What follows belongs to an exercise in optimizing a design on an open flow for small area and a short achievable clock period; a production flow would make more cautious choices. RTL that was checked went through simulation tests only; none was proved equivalent to the original. The flow treats the clock pin as an ideal source. Dropping or thinning the clock tree relies on that and would not hold on a real chip. Power and IR drop assume default switching activity.

Design sync_fifo, start of the top module:
module sync_fifo #(
    parameter WIDTH = 32,
    parameter DEPTH = 8,
    parameter ADDR_WIDTH = $clog2(DEPTH)
)(
    i_clk,
    i_rstn,
    i_wren,
    i_rden,
    i_wdata,
    o_rdata,
    o_empty,
    o_full
);
Size: about 500 cells after synthesis, ~280 flip-flops, about 70 I/O pins.
==> flow/config.mk <==
export PLATFORM = sky130hd
export DESIGN_NAME = sync_fifo
export DESIGN_NICKNAME = sync_fifo
export VERILOG_FILES = /design/flow/design.v
export SDC_FILE = /design/flow/constraint.sdc
export NUM_CORES = 4
export LEC_CHECK = 0
export CAP_MARGIN = 20
export CORE_MARGIN = 2
export CORE_UTILIZATION = 40
export PLACE_DENSITY = 0.8
export SETUP_SLACK_MARGIN = 2.05
export SLEW_MARGIN = 20
export SYNTH_HIERARCHICAL = 1
export SYNTH_MINIMUM_KEEP_SIZE = 0
export TNS_END_PERCENT = 0
==> flow/constraint.sdc <==
create_clock -name core_clock -period 3.6 [get_ports {i_clk}]
set_input_delay 0.7200 -clock core_clock [delete_from_list [all_inputs] [get_ports {i_clk}]]
set_output_delay 0.7200 -clock core_clock [all_outputs]
set_load 0.01 [all_outputs]
standard.sh (not shown) runs the stock make flow with config.mk's settings and CLKGATE_MAP_FILE= SYNTH_SCRIPT=/design/flow/synth_recipe.tcl, a recipe that flattens the netlist after the stock synthesis.
==> flow/flow/run.sh <==
#!/bin/bash
# Own layout flow: the standard flow (standard.sh) with a hand-built
# two-level clock tree (flow/mcts.tcl) in place of TritonCTS, and small
# port buffers. Each step's full output goes to a log file in this folder;
# ORFS's per-step logs are under orfs/logs/.
set -euo pipefail
W=$(pwd)
EXTRA=(
  "BUFFER_PORTS_ARGS=-buffer_cell sky130_fd_sc_hd__buf_2"
  "PRE_CTS_TCL=$W/flow/mcts.tcl"
)
bash standard.sh "${EXTRA[@]}" synth > synth.log 2>&1
bash standard.sh "${EXTRA[@]}" finish > layout.log 2>&1
==> flow/flow/mcts.tcl <==
proc mcts_bisect {sinks depth axis} {
  if {$depth == 0 || [llength $sinks] < 2} { return [list $sinks] }
  set idx [expr {$axis == 0 ? 1 : 2}]
  set s [lsort -real -index $idx $sinks]
  set h [expr {[llength $s] / 2}]
  set a [lrange $s 0 [expr {$h - 1}]]
  set b [lrange $s $h end]
  set na [expr {1 - $axis}]
  return [concat [mcts_bisect $a [expr {$depth - 1}] $na] [mcts_bisect $b [expr {$depth - 1}] $na]]
}
proc mcts_centroid {items} {
  set sx 0.0; set sy 0.0
  foreach s $items { set sx [expr {$sx + [lindex $s 1]}]; set sy [expr {$sy + [lindex $s 2]}] }
  set n [llength $items]
  return [list [expr {int($sx / $n)}] [expr {int($sy / $n)}]]
}
proc mcts_build {clk_port mid_depth leaf_depth mid_cell leaf_cell} {
  set block [ord::get_db_block]
  set db [ord::get_db]
  set clknet [[$block findBTerm $clk_port] getNet]
  set sinks {}
  foreach it [$clknet getITerms] {
    set bb [[$it getInst] getBBox]
    lappend sinks [list $it [expr {([$bb xMin] + [$bb xMax]) / 2}] [expr {([$bb yMin] + [$bb yMax]) / 2}]]
  }
  set mids [mcts_bisect $sinks $mid_depth 0]
  set m 0
  foreach mid $mids {
    set minst [odb::dbInst_create $block [$db findMaster $mid_cell] "clkbuf_mid_$m"]
    set mnet [odb::dbNet_create $block "clknet_mid_$m"]
    $mnet setSigType CLOCK
    [$minst findITerm A] connect $clknet
    [$minst findITerm X] connect $mnet
    set leaves [mcts_bisect $mid [expr {$leaf_depth - $mid_depth}] [expr {$mid_depth % 2}]]
    set lc {}
    set l 0
    foreach leaf $leaves {
      set linst [odb::dbInst_create $block [$db findMaster $leaf_cell] "clkbuf_leaf_${m}_$l"]
      set lnet [odb::dbNet_create $block "clknet_leaf_${m}_$l"]
      $lnet setSigType CLOCK
      foreach s $leaf { set it [lindex $s 0]; $it disconnect; $it connect $lnet }
      [$linst findITerm A] connect $mnet
      [$linst findITerm X] connect $lnet
      set c [mcts_centroid $leaf]
      $linst setLocation [lindex $c 0] [lindex $c 1]
      $linst setPlacementStatus PLACED
      lappend lc [list x [lindex $c 0] [lindex $c 1]]
      puts "mcts: leaf ${m}_$l drives [llength $leaf] sinks"
      incr l
    }
    set c [mcts_centroid $lc]
    $minst setLocation [lindex $c 0] [lindex $c 1]
    $minst setPlacementStatus PLACED
    incr m
  }
  $clknet setSigType CLOCK
}

# Used as PRE_CTS_TCL: build the tree here, then make the CTS step's own
# clock_tree_synthesis call a no-op so the rest of ORFS's CTS step
# (legalisation, timing repair, writing results) runs unchanged.
mcts_build i_clk 2 4 sky130_fd_sc_hd__clkbuf_16 sky130_fd_sc_hd__clkbuf_8
set_propagated_clock [all_clocks]
rename clock_tree_synthesis orig_clock_tree_synthesis
proc clock_tree_synthesis {args} { puts "clock tree built by flow/mcts.tcl" }
==> next run, changes <==
--- a/flow/flow/run.sh
+++ b/flow/flow/run.sh
@@ -10,2 +10,3 @@
   "PRE_CTS_TCL=$W/flow/mcts.tcl"
+  "RECOVER_POWER=100"
 )
TNS_END_PERCENT = unset   (was 0)
Now the flow ran to the end with violations: max-capacitance violations, max-slew violations.
Die area stays the same.
Setup slack gets worse by 0.83 ns.
Global-route usage went up by 0.95 points.
==> next run, changes <==
--- a/flow/flow/run.sh
+++ b/flow/flow/run.sh
@@ -10,3 +10,2 @@
   "PRE_CTS_TCL=$W/flow/mcts.tcl"
-  "RECOVER_POWER=100"
 )
--- a/flow/flow/mcts.tcl
+++ b/flow/flow/mcts.tcl
@@ -61,3 +61,3 @@
 # (legalisation, timing repair, writing results) runs unchanged.
-mcts_build i_clk 2 4 sky130_fd_sc_hd__clkbuf_16 sky130_fd_sc_hd__clkbuf_8
+mcts_build i_clk 2 4 sky130_fd_sc_hd__clkbuf_16 sky130_fd_sc_hd__clkbuf_16
 set_propagated_clock [all_clocks]
With this change the flow finished clean; combinational power came out higher by about 7%; total power goes up by 7.0%; global-route usage hardly moves; sequential power stays flat; sequential share of layout area is lower by 2.5 points; cell count stays flat; final area went up by 3.6%; via count rose by 1.3%; core utilization came out higher by 1.6 points; setup slack improved by 0.85 ns.
==> next run, changes <==
--- a/flow/flow/mcts.tcl
+++ b/flow/flow/mcts.tcl
@@ -61,3 +61,3 @@
 # (legalisation, timing repair, writing results) runs unchanged.
-mcts_build i_clk 2 4 sky130_fd_sc_hd__clkbuf_16 sky130_fd_sc_hd__clkbuf_16
+mcts_build i_clk 2 4 sky130_fd_sc_hd__clkbuf_16 sky130_fd_sc_hd__clkbuf_8
 set_propagated_clock [all_clocks]
CORE_UTILIZATION = 35   (was 40)
Outcome:
- The new run went through all stages and came out clean
- sequential share of layout area went up by 0.23 points
- synthesized cell count does not change
- synthesized area is unchanged
No run of this note takes its clock network from TritonCTS; it comes from the design's own scripts or RTL.

== oak ==
The RTL this note starts from:
==> flow/design.v <==
`timescale 1ns/1ps
module sync_fifo #(
    parameter WIDTH = 32,
    parameter DEPTH = 8,
    parameter ADDR_WIDTH = $clog2(DEPTH)
)(
    i_clk,
    i_rstn,
    i_wren,
    i_rden,
    i_wdata,
    o_rdata,
    o_empty,
    o_full
);
    input           i_clk;
    input           i_rstn;
    input           i_wren;
    input           i_rden;
    input [31:0]    i_wdata;
    output [31:0]   o_rdata;
    output          o_empty;
    output          o_full;
    reg  [31:0] head;            
    reg  [31:0] mem [0:6];       
    reg  [2:0]  rptr;            
    reg  [2:0]  wptr;            
    reg         nempty;          
    reg         one;             
    reg         full;            
    reg         nempty_o;        
    reg         full_o;          
    reg  [6:0]  rsel;            
    wire        empty = ~nempty;
    function [2:0] lfsr_next;
        input [2:0] s;
        lfsr_next = {s[1:0], s[2] ^ s[1]};
    endfunction
    wire [2:0] rptr_nx = lfsr_next(rptr);
    wire [2:0] wptr_nx = lfsr_next(wptr);
    wire       two   = (wptr == rptr_nx);    
    wire       seven = (rptr == wptr_nx);    
    wire [6:0] wslot;
    genvar g;
    generate
        for (g = 0; g < 7; g = g + 1) begin : g_dec
            assign wslot[g] = nempty & (wptr == g + 1);
        end
    endgenerate
    wire       hold;     
    wire       sel_w;    
    wire [6:0] sel_m;    
    wire [6:0] mem_we;   
    sync_fifo_andn2 u_hold  (.a(nempty), .b(i_rden), .y(hold));
    sync_fifo_a21o  u_selw  (.a1(one), .a2(i_rden), .b1(empty), .y(sel_w));
    generate
        for (g = 0; g < 7; g = g + 1) begin : g_gate
            sync_fifo_and2 u_selm (.a(i_rden), .b(rsel[g]),  .y(sel_m[g]));
            sync_fifo_and2 u_we   (.a(i_wren), .b(wslot[g]), .y(mem_we[g]));
        end
    endgenerate
    wire       rd_adv    = i_rden & (~one | i_wren);
    wire       wr_adv    = i_wren & nempty;
    wire [2:0] rptr_n    = rd_adv ? rptr_nx : rptr;
    wire       nempty_n  = i_wren | ~sel_w;
    wire       one_n     = (empty & i_wren) | (one & (i_wren == i_rden)) | (two & i_rden & ~i_wren);
    wire       full_n    = ~i_rden & (full | (i_wren & seven));
    wire [6:0] rsel_n;
    generate
        for (g = 0; g < 7; g = g + 1) begin : g_rsel
            assign rsel_n[g] = nempty_n & ~one_n & (rptr_n == g + 1);
        end
    endgenerate
    wire [31:0] head_nx;
    generate
        for (g = 0; g < 32; g = g + 1) begin : g_head
            wire y0, y1, y2;
            sync_fifo_aoi222 u0 (.a1(hold), .b1(head[g]), .a2(sel_w), .b2(i_wdata[g]), .a3(sel_m[0]), .b3(mem[0][g]), .y(y0));
            sync_fifo_aoi222 u1 (.a1(sel_m[1]), .b1(mem[1][g]), .a2(sel_m[2]), .b2(mem[2][g]), .a3(sel_m[3]), .b3(mem[3][g]), .y(y1));
            sync_fifo_aoi222 u2 (.a1(sel_m[4]), .b1(mem[4][g]), .a2(sel_m[5]), .b2(mem[5][g]), .a3(sel_m[6]), .b3(mem[6][g]), .y(y2));
            sync_fifo_nand3  u3 (.a(y0), .b(y1), .c(y2), .y(head_nx[g]));
        end
    endgenerate
    always @(posedge i_clk) begin
        head <= head_nx;
    end
    generate
        for (g = 0; g < 7; g = g + 1) begin : g_mem
            always @(posedge i_clk)
                if (mem_we[g])
                    mem[g] <= i_wdata;
        end
    endgenerate
    always @(posedge i_clk or negedge i_rstn) begin
        if (!i_rstn) begin
            rptr     <= 3'd1;
            wptr     <= 3'd1;
            nempty   <= 1'b0;
            one      <= 1'b0;
            full     <= 1'b0;
            nempty_o <= 1'b0;
            full_o   <= 1'b0;
        end else begin
            rptr     <= rptr_n;
            if (wr_adv) wptr <= wptr_nx;
            nempty   <= nempty_n;
            one      <= one_n;
            full     <= full_n;
            nempty_o <= nempty_n;
            full_o   <= full_n;
        end
    end
    always @(posedge i_clk) begin
        rsel <= rsel_n;
    end
    assign o_rdata = head;
    assign o_empty = ~nempty_o;
    assign o_full  = full_o;
endmodule
module sync_fifo_aoi222 (
    input  a1, b1, a2, b2, a3, b3,
    output y
);
    assign y = ~((a1 & b1) | (a2 & b2) | (a3 & b3));
endmodule
module sync_fifo_nand3 (
    input  a, b, c,
    output y
);
    assign y = ~(a & b & c);
endmodule
module sync_fifo_and2 (
    input  a, b,
    output y
);
    assign y = a & b;
endmodule
module sync_fifo_andn2 (
    input  a, b,
    output y
);
    assign y = a & ~b;
endmodule
module sync_fifo_a21o (
    input  a1, a2, b1,
    output y
);
    assign y = (a1 & a2) | b1;
endmodule
export LEC_CHECK = 0
export CAP_MARGIN = 20
export CORE_MARGIN = 2
export CORE_UTILIZATION = 50
export SETUP_SLACK_MARGIN = 2.1
export SLEW_MARGIN = 20
export SYNTH_HIERARCHICAL = 1
export SYNTH_MINIMUM_KEEP_SIZE = 0
create_clock -name core_clock -period 3.6 [get_ports {i_clk}]
==> flow/flow/run.sh <==
#!/bin/bash
# Own layout flow: the standard flow (standard.sh) with a hand-built
# two-level clock tree (flow/mcts.tcl) in place of TritonCTS, and small
# port buffers. Each step's full output goes to a log file in this folder;
# ORFS's per-step logs are under orfs/logs/.
set -euo pipefail
W=$(pwd)
EXTRA=(
  "BUFFER_PORTS_ARGS=-buffer_cell sky130_fd_sc_hd__buf_2"
  "PRE_CTS_TCL=$W/flow/mcts.tcl"
)
bash standard.sh "${EXTRA[@]}" synth > synth.log 2>&1
bash standard.sh "${EXTRA[@]}" finish > layout.log 2>&1
Other scripts of this flow, unchanged in this note and not shown: flow/flow/mcts.tcl
The flow did not stop early for oak: all stages ran, and the layout cleared the timing, DRC and antenna checks.
> inputs changed (oak -> pine)
Settings: a change of CORE_UTILIZATION from 50 to 40.
Findings:
The growth of design area from synthesis to finish reported for pine is smaller than that of oak by 1.5 points. Going from oak to pine, pre-CTS setup slack went up by 0.055 ns; power density relative to cell area about even.
No run of this note included a check of the RTL's function; only the layout flow was run. No run of this note takes its clock network from TritonCTS; it comes from the design's own scripts or RTL.

sync_fifo with an RTL version that a note above also has.
For scale: ~500 cells after synthesis, about 280 flip-flops, about 70 I/O pins, roughly 9700 um^2 of cells after synthesis.
Design sync_fifo, start of the top module:
module sync_fifo #(
    parameter WIDTH = 32,
    parameter DEPTH = 8,
    parameter ADDR_WIDTH = $clog2(DEPTH)
)(
    i_clk,
    i_rstn,
    i_wren,
    i_rden,
    i_wdata,
    o_rdata,
    o_empty,
    o_full
);
    input           i_clk;
    input           i_rstn;
    input           i_wren;
    input           i_rden;
    input [31:0]    i_wdata;
    output [31:0]   o_rdata;
    output          o_empty;
    output          o_full;
    reg  [31:0] head;            
    reg  [31:0] mem [0:6];       
    reg  [2:0]  rptr;            
    reg  [2:0]  wptr;            
    reg         nempty;          
    reg         nempty_h;        
    reg         one;             
    reg         full;            
    reg         nempty_o;        
    reg         full_o;          
    reg  [6:0]  rsel;            
    reg  [6:0]  wslot;           
    wire        empty = ~nempty;
    function [2:0] lfsr_next;
        input [2:0] s;
        lfsr_next = {s[1:0], ~(s[2] ^ s[1])};
    endfunction
    wire [2:0] rptr_nx = lfsr_next(rptr);
    wire [2:0] wptr_nx = lfsr_next(wptr);
    wire       two   = (wptr == rptr_nx);    
    wire       seven = (rptr == wptr_nx);    
    genvar g;
    wire       hold;     
    wire       sel_w;    
    wire [6:0] sel_m;    
    wire [6:0] mem_we;   
    sync_fifo_andn2 u_hold  (.a(nempty_h), .b(i_rden), .y(hold));
  ...
==> flow/config.mk <==
export PLATFORM = sky130hd
export DESIGN_NAME = sync_fifo
export DESIGN_NICKNAME = sync_fifo
export VERILOG_FILES = /design/flow/design.v
export SDC_FILE = /design/flow/constraint.sdc
export NUM_CORES = 4
export LEC_CHECK = 0
export CAP_MARGIN = 20
export CORE_MARGIN = 2
export CORE_UTILIZATION = 40
export PLACE_DENSITY = 0.8
export SETUP_SLACK_MARGIN = 2.05
export SLEW_MARGIN = 20
export SYNTH_HIERARCHICAL = 1
export SYNTH_MINIMUM_KEEP_SIZE = 0
==> flow/constraint.sdc <==
create_clock -name core_clock -period 3.6 [get_ports {i_clk}]
set_input_delay 0.7200 -clock core_clock [delete_from_list [all_inputs] [get_ports {i_clk}]]
set_output_delay 0.7200 -clock core_clock [all_outputs]
set_load 0.01 [all_outputs]
==> flow/flow/run.sh <==
#!/bin/bash
# Own layout flow: the standard flow (standard.sh) with a hand-built
# two-level clock tree (flow/mcts.tcl) in place of TritonCTS, and small
# port buffers. Each step's full output goes to a log file in this folder;
# ORFS's per-step logs are under orfs/logs/.
set -euo pipefail
W=$(pwd)
EXTRA=(
  "BUFFER_PORTS_ARGS=-buffer_cell sky130_fd_sc_hd__buf_2"
  "PRE_CTS_TCL=$W/flow/mcts.tcl"
  "RECOVER_POWER=40"
)
bash standard.sh "${EXTRA[@]}" synth > synth.log 2>&1
bash standard.sh "${EXTRA[@]}" finish > layout.log 2>&1
Other scripts of this flow, unchanged in this note and not shown: flow/flow/mcts.tcl
Change:
--- a/flow/flow/run.sh
+++ b/flow/flow/run.sh
@@ -11 +10,0 @@
-  "RECOVER_POWER=40"
--- a/flow/config.mk
+++ b/flow/config.mk
@@ -10 +10 @@
-export CORE_UTILIZATION = 40
+export CORE_UTILIZATION = 45
Result:
- die area drops by 11%
- fmax falls by 3.4%
- setup slack degrades by 54 ps
- via count rose by 5.0%
- first-iteration DRC count came out higher by 6.4%
- sequential power goes up by about 1%
- worst hold slack degrades by 140 ps
- power increases by 2.9%
- utilization grows by 6.6 points
- global-route usage rises by 3.5 points
Change:
--- a/flow/config.mk
+++ b/flow/config.mk
@@ -10 +10 @@
-export CORE_UTILIZATION = 45
+export CORE_UTILIZATION = 40
@@ -12 +12 @@
-export SETUP_SLACK_MARGIN = 2.05
+export SETUP_SLACK_MARGIN = 2.1
Effect: The new run finished clean; die area rose by 12%; worst setup slack improves by 50 ps; sequential share of layout area fell by 2.0 points.
In every run of this note, the design's own scripts or RTL, not TritonCTS, make the clock network.

[re-timing with driven ports]
In the flow no input, the clock included, has a driving cell. The finished layouts below were timed again as built, in two steps. Step 1 (the two cells are an assumption about what drives the block):
set clk [get_ports {i_clk}]
set_driving_cell -lib_cell sky130_fd_sc_hd__clkbuf_16 $clk
set_driving_cell -lib_cell sky130_fd_sc_hd__buf_2 [delete_from_list [all_inputs] $clk]
Step 2, shift: input delay + t, output delay - t, t = (earliest + latest rising clock arrival at the registers) / 2. This alone moves slack from input paths to output paths. a / b / c = ideal / step 1 / step 2; a / b = the first two.
run | shift t [ns] | slack for setup (ns) | pins driven straight from the clock port
the first run of note 1 | 0.401 | 2.020 / 1.937 / 1.692 | 4
the second run of note 1 | 0.388 | 1.191 / 1.234 / 0.847 | 4
the third run of note 1 | 0.387 | 2.042 / 1.949 / 1.660 | 4
the fourth run of note 1 | 0.404 | 1.949 / 1.938 / 1.543 | 4
oak | 0.395 | 1.950 / 1.855 / 1.644 | 4
pine | 0.398 | 1.969 / 1.868 / 1.715 | 4
the first run of note 3 | 0.385 | 2.037 / 1.946 / 1.655 | 4
the second run of note 3 | 0.390 | 1.983 / 1.936 / 1.555 | 4
the third run of note 3 | 0.400 | 2.032 / 1.931 / 1.580 | 4
The setup slack of the third run of note 3, which loses most, moves by -0.101 ns with the drivers and by -0.452 ns with both steps.
